Source: an optimization exercise on an open RTL-to-GDS flow (aim: small area and a short achievable clock period). Production flows keep margins and buffers that such runs may drop.
In this exercise RTL edits were held to simulation tests only and were not proved equivalent to the original.
No activity file was given, so power comes from the tool's default toggle rates.

--- flow/flow/run.sh ---
#!/bin/bash
# Layout flow: the standard flow with two changes.
# 1. Synthesis is the standard flow's synthesis script with a delay-targeted ABC mapping
#    (flow/abc_map.script) in place of ORFS's ABC script, and without the
#    full-adder extraction (whose fa/ha cells make slow ripple chains).
#    Registers and their names are the same as in the standard synthesis.
# 2. Placement, CTS and routing repair aim at setup slack beyond the 20 ns
#    constraint (SETUP_SLACK_MARGIN), and the ports get small buffers.
set -euo pipefail
W=$(pwd)
{
  head -n 1 synth_recipe.tcl
  echo "proc abc {args} { set i [lsearch \$args -script]; if {\$i >= 0} { lset args [expr {\$i + 1}] $W/flow/abc_map.script }; yosys abc {*}\$args }"
  tail -n +2 synth_recipe.tcl
} > flow_synth.tcl
bash standard.sh SYNTH_SCRIPT=$W/flow_synth.tcl ADDER_MAP_FILE= synth > synth.log 2>&1
bash standard.sh SETUP_SLACK_MARGIN=${MARGIN:-14.5} "BUFFER_PORTS_ARGS=-buffer_cell sky130_fd_sc_hd__buf_2" finish > layout.log 2>&1
--- flow/flow/abc_map.script ---
strash
dch
map -D 2500
topo
stime -c
buffer -c
upsize -c -D 2500
dnsize -c -D 2500
--- flow/standard.sh ---
#!/bin/bash
# synth_recipe.tcl (not shown) runs the flow's synth.tcl, then flattens the netlist and writes it again
# the make line also repeats each setting of config.mk as NAME=value (left out here)
make -C /OpenROAD-flow-scripts/flow DESIGN_CONFIG=/design/flow/config.mk WORK_HOME=/design/flow/orfs CLKGATE_MAP_FILE= SYNTH_SCRIPT=/design/flow/synth_recipe.tcl "${@:-finish}"
--- flow/config.mk ---
export PLATFORM = sky130hd
export DESIGN_NAME = rgb2hue
export DESIGN_NICKNAME = rgb2hue
export VERILOG_FILES = /design/flow/design.v
export SDC_FILE = /design/flow/constraint.sdc
export NUM_CORES = 4
export LEC_CHECK = 0
export CAP_MARGIN = 20
export CORE_MARGIN = 2
export CORE_UTILIZATION = 40
export SLEW_MARGIN = 20
--- flow/constraint.sdc ---
create_clock -name core_clock -period 20.0 [get_ports {clock}]
set_input_delay 4.0000 -clock core_clock [delete_from_list [all_inputs] [get_ports {clock}]]
set_output_delay 4.0000 -clock core_clock [all_outputs]
set_load 0.01 [all_outputs]
--- flow/design.v ---
module rgb2hue(
        input clock,
        input reset_n,
        input in_valid,
        input [7:0] in_red,
        input [7:0] in_green,
        input [7:0] in_blue,
        input in_visual,
        input in_done,
        output out_valid,
        output [7:0] out_red,
        output [7:0] out_green,
        output [7:0] out_blue,
        output [7:0] out_hue,
        output out_visual,
        output out_done
    );
    function [8:0] add8;
        input [7:0] a;
        input [7:0] b;
        input ci;
        integer i;
        reg c;
        begin
            c = ci;
            for (i = 0; i < 8; i = i + 1) begin
                add8[i] = a[i] ^ b[i] ^ c;
                c = (a[i] & b[i]) | (a[i] & c) | (b[i] & c);
            end
            add8[8] = c;
        end
    endfunction
    function ge8;
        input [7:0] a;
        input [7:0] b;
        integer i;
        reg c;
        begin
            c = 1'b1;
            for (i = 0; i < 8; i = i + 1)
                c = (a[i] & ~b[i]) | (a[i] & c) | (~b[i] & c);
            ge8 = c;
        end
    endfunction
    function [8:0] dstep;
        input [7:0] rem;
        input [7:0] div;
        reg [8:0] t;
        reg qb;
        begin
            t = add8({rem[6:0], 1'b0}, ~div, 1'b1);
            qb = rem[7] | t[8];
            dstep = qb ? {1'b1, t[7:0]} : {1'b0, rem[6:0], 1'b0};
        end
    endfunction
    function dlast;
        input [7:0] rem;
        input [7:0] div;
        reg [8:0] t;
        begin
            t = add8({rem[6:0], 1'b0}, ~div, 1'b1);
            dlast = rem[7] | t[8];
        end
    endfunction
    reg [26:0] p1, p2, p3, p4, p5, p6;
    reg [7:0] hue6;
    reg [2:0] cnt;
    always @(posedge clock)
    begin
        if (!reset_n)
            cnt <= 3'd0;
        else if (cnt != 3'd5)
            cnt <= {cnt[1] & cnt[0] | cnt[2], cnt[1] ^ cnt[0], ~cnt[0]};
    end
    wire en = reset_n & (cnt == 3'd5);
    wire [7:0] r3 = p3[23:16];
    wire [7:0] g3 = p3[15:8];
    wire [7:0] b3 = p3[7:0];
    reg ge_rg4, ge_gb4, ge_br4;
    wire [7:0] r4 = p4[23:16];
    wire [7:0] g4 = p4[15:8];
    wire [7:0] b4 = p4[7:0];
    wire green_max4 = ge_gb4 & ~ge_rg4;
    wire blue_max4  = ge_br4 & ~ge_gb4;
    wire red_max4   = ~green_max4 & ~blue_max4;
    wire red_min4   = ~ge_rg4 & ge_br4;
    wire green_min4 = ~ge_gb4 & ge_rg4;
    wire blue_min4  = ~red_min4 & ~green_min4;
    wire [7:0] max4 = ({8{red_max4}} & r4) | ({8{green_max4}} & g4) | ({8{blue_max4}} & b4);
    wire [7:0] min4 = ({8{red_min4}} & r4) | ({8{green_min4}} & g4) | ({8{blue_min4}} & b4);
    wire [7:0] mid4 = ({8{~red_max4 & ~red_min4}} & r4) |
                      ({8{~green_max4 & ~green_min4}} & g4) |
                      ({8{~blue_max4 & ~blue_min4}} & b4);
    wire [8:0] dif4x = add8(max4, ~min4, 1'b1);
    wire [8:0] d4x = add8(mid4, ~min4, 1'b1);
    wire [7:0] dif4 = dif4x[7:0];
    wire [7:0] d4 = d4x[7:0];
    wire q4_4 = (d4 == dif4);
    wire [8:0] s3 = dstep(d4, dif4);
    wire [8:0] s2 = dstep(s3[7:0], dif4);
    reg [7:0] rem5, dif5;
    reg q4_5, q3_5, q2_5;
    reg ge_rg5, ge_gb5, ge_br5;
    wire [8:0] s1 = dstep(rem5, dif5);
    wire q0_5 = dlast(s1[7:0], dif5);
    wire red_max5   = ge_rg5 & ~ge_br5;
    wire green_max5 = ge_gb5 & ~ge_rg5;
    wire blue_max5  = ge_br5 & ~ge_gb5;
    wire gray5 = ge_rg5 & ge_gb5 & ge_br5;
    wire minus5 = red_max5 & ~ge_gb5 | green_max5 & ~ge_br5 | blue_max5 & ~ge_rg5;
    wire [1:0] k5 = {blue_max5 | red_max5 & minus5, green_max5 | red_max5 & minus5};
    reg [5:0] f5;
    always @(*)
    begin
        if (gray5)
            f5 = 6'd0;
        else if (q4_5)
            f5 = 6'd42;
        else
            case ({q3_5, q2_5, s1[8], q0_5})
                4'd0: f5 = 6'd0;   4'd1: f5 = 6'd2;   4'd2: f5 = 6'd5;   4'd3: f5 = 6'd7;
                4'd4: f5 = 6'd10;  4'd5: f5 = 6'd13;  4'd6: f5 = 6'd15;  4'd7: f5 = 6'd18;
                4'd8: f5 = 6'd21;  4'd9: f5 = 6'd23;  4'd10: f5 = 6'd26; 4'd11: f5 = 6'd29;
                4'd12: f5 = 6'd31; 4'd13: f5 = 6'd34; 4'd14: f5 = 6'd37; default: f5 = 6'd39;
            endcase
    end
    wire qz5 = ~q4_5 & ~q3_5 & ~q2_5 & ~s1[8] & ~q0_5;
    wire [8:0] hue5 = add8({k5[1], k5[0], k5[1], k5[0], k5[1], k5[0], k5[1], k5[0]},
                           {minus5, minus5, f5 ^ {6{minus5}}}, minus5 & qz5);
    always @(posedge clock)
    begin
        p1 <= {in_valid, in_visual, in_done, in_red, in_green, in_blue};
        p2 <= p1;
        p3 <= p2;
        p4 <= p3;
        p5 <= p4;
        p6 <= en ? p5 : 27'd0;
        ge_rg4 <= ge8(r3, g3);
        ge_gb4 <= ge8(g3, b3);
        ge_br4 <= ge8(b3, r3);
        rem5 <= s2[7:0];
        dif5 <= dif4;
        q4_5 <= q4_4;
        q3_5 <= s3[8];
        q2_5 <= s2[8];
        ge_rg5 <= ge_rg4;
        ge_gb5 <= ge_gb4;
        ge_br5 <= ge_br4;
        hue6 <= en ? hue5[7:0] : 8'd0;
    end
    assign out_valid = p6[26];
    assign out_visual = p6[25];
    assign out_done = p6[24];
    assign out_red = p6[23:16];
    assign out_green = p6[15:8];
    assign out_blue = p6[7:0];
    assign out_hue = hue6;
endmodule
==> reports/qor.tcl <==
set qor(floorplan.die_area_mm2) 0.0199
set qor(gp_congestion) 0.827
set qor(min_period_over_period) 0.246
set qor(globalRoute.totalOverflow) 0
set qor(worstMarginPinSlew_ps) 854
set qor(total_stage_count_of_the_critical_path) 1
set qor(antennaDiodeCount) 0
set qor(layout.cell_area.non_filler_mm2) 0.00871
set qor(clock_tree.root_cell) {sky130_fd_sc_hd__clkbuf_16}
set qor(route.detailed.drc) 0
set qor(period_needed_ps) 4930
set qor(critical_path.max_stage_delay_ps) 350
set qor(finalSetupViolations) 0
set qor(cell_pwr_density_mw_per_mm2) 188
set qor(cts-buffers-inserted) 17
set qor(status) {complete, no violations}
set qor(clk_pin_slew_ps) 70
set qor(cp.arrival_ps) 930
set qor(synth.cells.most_frequent) {sky130_fd_sc_hd__dfxtp_1 (198), sky130_fd_sc_hd__nand2_1 (177), sky130_fd_sc_hd__inv_1 (120)}
set qor(worst_setup_path_start_kind) {register}
set qor(fillers) 1778
set qor(r2r_slack_ps) 15340
set qor(clockBufferDepth) 2
set qor(nNetsFinal) 992
set qor(drv_slew) 0
set qor(cts_resized) 0
set qor(netlist_top_cells_area) {sky130_fd_sc_hd__dfxtp_1 (53%), sky130_fd_sc_hd__nand2_1 (8.8%), sky130_fd_sc_hd__inv_1 (6.0%), sky130_fd_sc_hd__nor2_1 (4.1%), sky130_fd_sc_hd__nand3_1 (3.0%)}
set qor(timing.setup.critical_path_class) {reg2out}
set qor(synth.lib_cells_used.distinct) 58
set qor(slowest_cell_on_the_critical_path) {sky130_fd_sc_hd__dfxtp_1}
set qor(worstPathRequired_ps) 16000
set qor(synthDominantCellAreaShare) 0.527
set qor(synthDominantAreaCellType) {sky130_fd_sc_hd__dfxtp_1}
set qor(timing.critical_path.to) {out_blue[0]}
set qor(grt_setup_unrepaired) {no}
set qor(routed-via-count) 5763
set qor(synthesis.nets) 917
set qor(worstRegToRegCells) 25
set qor(post_cts_buffers) 0
set qor(drv_cap) 0
set qor(synth-seq-cells) 198
set qor(critical_path_buf_inv_count) 1
set qor(totalWireLength_mm) 14.7
set qor(crit_fanout) 1
set qor(async_flop_share) 0
set qor(cp_cell_sequence) {buf_2}
set qor(tritoncts_clock_tree) {done}
set qor(die_h_um) 141
set qor(power.ir.vdd_worst_uv) 84.2
set qor(hold_path_class) {reg2reg}
set qor(wl_per_cell_um) 12.2
set qor(io-pin-count) 64
set qor(floorplan.core_area_mm2) 0.0186
set qor(kind_of_end_point_of_the_critical_path) {output port}
set qor(timing.critical_path.max_delay_family) {flip-flops}
set qor(final.setup.tns_ps) 0
set qor(worstSkewPairLatency_ps) 430
set qor(postSynthCellCount) 888
set qor(drtPass1Iterations) 5
set qor(grt_pass1_wl_mm) 24.4
set qor(grt_antenna_before_repair) 0
set qor(synthesis.area_per_instance_um2) 8.48
set qor(ant_nets) 0
set qor(std_cell_rows) 50
set qor(initial_core_util) 0.405
set qor(dieWidth_um) 141
set qor(ctsHtreeMaxLevel) 4
set qor(post-synth-top-count-cell) {sky130_fd_sc_hd__dfxtp_1}
set qor(synthToLayoutAreaGrowth_pct) 15.7
set qor(postCtsHoldBufs) 0
set qor(p_leak_nw) 4.22
set qor(detailedPlacementHpwl_mm) 11.2
set qor(r2r_end) {rem5[4]$_DFF_P_}
set qor(slew_headroom) 0.428
set qor(drive_gt1_frac) 0.150
set qor(synth_sequential_area_ratio) 0.527
set qor(synth_area_mm2) 0.00753
set qor(clock-sinks) 198
set qor(port_buffers) 63
set qor(synth_edf_count) 0
set qor(synthesis.yosys.warnings) 1
set qor(grt_util_all_layers) 0.152
set qor(post_drt_via_cell_ratio) 4.76
set qor(post_dp_cell_area_mm2) 0.00810
set qor(hold_violations) 0
set qor(critical_path.startpoint) {p6[0]$_SDFF_PN0_}
set qor(grt_pass1_vias) 5469
set qor(synth-main-ff-cell) {sky130_fd_sc_hd__dfxtp_1}
set qor(dr.first_iter.drc_count) 238
set qor(timing.rr.start) {ge_rg4$_DFF_P_}
set qor(max_clock_freq_mhz) 203
set qor(timing.clock.skew_ps) 8.78
set qor(grt_start_max_net_pins) 33
## metrics by stage
stage                     cells  total power, mW  setup WS (ps)  utilization  hold WS (ps)
after detailed placement   1178             1.30          15050        0.436           312
final                      1210             1.63          15070        0.469           325
after CTS                  1210             1.64          15060        0.469           329
after global placement     1178             1.30          15060        0.436           310
after global routing       1210             1.79          14690        0.469           333
after floorplan             888             1.16          15440            -           310
## cell usage in the layout, fill, tap and decap left out, types with 3 or more instances in the layout
| cell type | n |
|---|---|
| sky130_fd_sc_hd__dfxtp_1 | 198 |
| sky130_fd_sc_hd__nand2_1 | 177 |
| sky130_fd_sc_hd__inv_1 | 120 |
| sky130_fd_sc_hd__nor2_1 | 83 |
| sky130_fd_sc_hd__buf_2 | 63 |
| sky130_fd_sc_hd__nand3_1 | 45 |
| sky130_fd_sc_hd__a21oi_1 | 33 |
| sky130_fd_sc_hd__o21ai_0 | 22 |
| sky130_fd_sc_hd__xor2_1 | 22 |
| sky130_fd_sc_hd__clkbuf_16 | 17 |
| sky130_fd_sc_hd__o22ai_1 | 16 |
| sky130_fd_sc_hd__xnor2_1 | 16 |
| sky130_fd_sc_hd__o21ai_1 | 14 |
| sky130_fd_sc_hd__a22oi_1 | 12 |
| sky130_fd_sc_hd__o211ai_1 | 8 |
| sky130_fd_sc_hd__or2_2 | 8 |
| sky130_fd_sc_hd__nand2_2 | 7 |
| sky130_fd_sc_hd__nand4_1 | 7 |
| sky130_fd_sc_hd__nor2_2 | 6 |
| sky130_fd_sc_hd__o221ai_1 | 6 |
| sky130_fd_sc_hd__inv_2 | 5 |
| sky130_fd_sc_hd__nor2_4 | 5 |
| sky130_fd_sc_hd__nor3_1 | 5 |
| sky130_fd_sc_hd__a221oi_1 | 5 |
| sky130_fd_sc_hd__and3_1 | 4 |
| sky130_fd_sc_hd__o21bai_1 | 4 |
| sky130_fd_sc_hd__xnor2_2 | 4 |
| sky130_fd_sc_hd__o21a_1 | 4 |
| sky130_fd_sc_hd__a31oi_1 | 4 |
| sky130_fd_sc_hd__or2_1 | 3 |
| sky130_fd_sc_hd__o21ai_2 | 3 |
| sky130_fd_sc_hd__o2bb2ai_1 | 3 |
| sky130_fd_sc_hd__inv_6 | 3 |
| sky130_fd_sc_hd__clkinv_8 | 3 |
| sky130_fd_sc_hd__clkinv_4 | 3 |
## power by group
group / internal [mW] / switching [mW]
Clock: 0.181 / 0.154
Combinational: 0.307 / 0.523
Sequential: 0.438 / 0.0299
## registers in the layout (all words and copies together) (netlist names), 8 cells and up
name	flops
p3	27
hue6	8
p1	27
p2	27
rem5	8
p6	27
p5	27
p4	27
dif5	8
## routing by layer
layer / vias to the layer above / global-route usage / wire, um
li1: 3051 / - / -
met1: 2593 / 0.186 / 6940
met2: 98 / 0.260 / 6980
met3: 21 / 0.0306 / 512
met4: 0 / 0.0695 / 297
met5: - / 0 / 0
## cells by family after synthesis
family | Yosys count | share of synthesized area
buf+inv | 133 | 0.0675
xor+xnor | 42 | 0.0529
compound gates | 157 | 0.142
simple gates | 358 | 0.211
flops | 198 | 0.527
## final cells by class
type	count	area [um2]	area share
multi-input cells	557	3050	0.351
inverters	125	469	0.0539
well taps	234	293	0.0336
clock inverters	13	161	0.0185
flip-flops and latches	198	3960	0.455
clock buffers	19	443	0.0509
repair buffers	64	323	0.0371
## worst min-delay path by stage
stage | from | end | cells past startpoint
after detailed placement | p1[11]$_DFF_P_ | p2[11]$_DFF_P_ | 0
after global placement | p2[13]$_DFF_P_ | p3[13]$_DFF_P_ | 0
after global routing | p2[22]$_DFF_P_ | p3[22]$_DFF_P_ | 0
after CTS | p3[26]$_DFF_P_ | p4[26]$_DFF_P_ | 0
after floorplan | p1[0]$_DFF_P_ | p2[0]$_DFF_P_ | 0
final | p4[26]$_DFF_P_ | p5[26]$_DFF_P_ | 0

-- re-timing with driven ports --
In the flow no input, the clock included, has a driving cell. The finished layout below was timed again as built, in two steps.
Step 1: set_driving_cell puts a clkbuf_16 on clock and a buf_2 on each other input, an assumption about the parent block.
Step 2 times the ports against the registers' clock, not the clock port: input delays grow and output delays shrink by t, the midpoint of the rising clock arrivals with the driver on.
a / b / c = ideal / step 1 / step 2; a / b = the first two.
t, ns: 0.470
slack for setup (ns): 15.074 / 15.030 / 15.063
clock arrival spread, ns: 0.009 / 0.009
After both steps this run still meets setup and hold. The setup slack of this run moves by -0.044 ns with the drivers and by -0.011 ns with both steps.
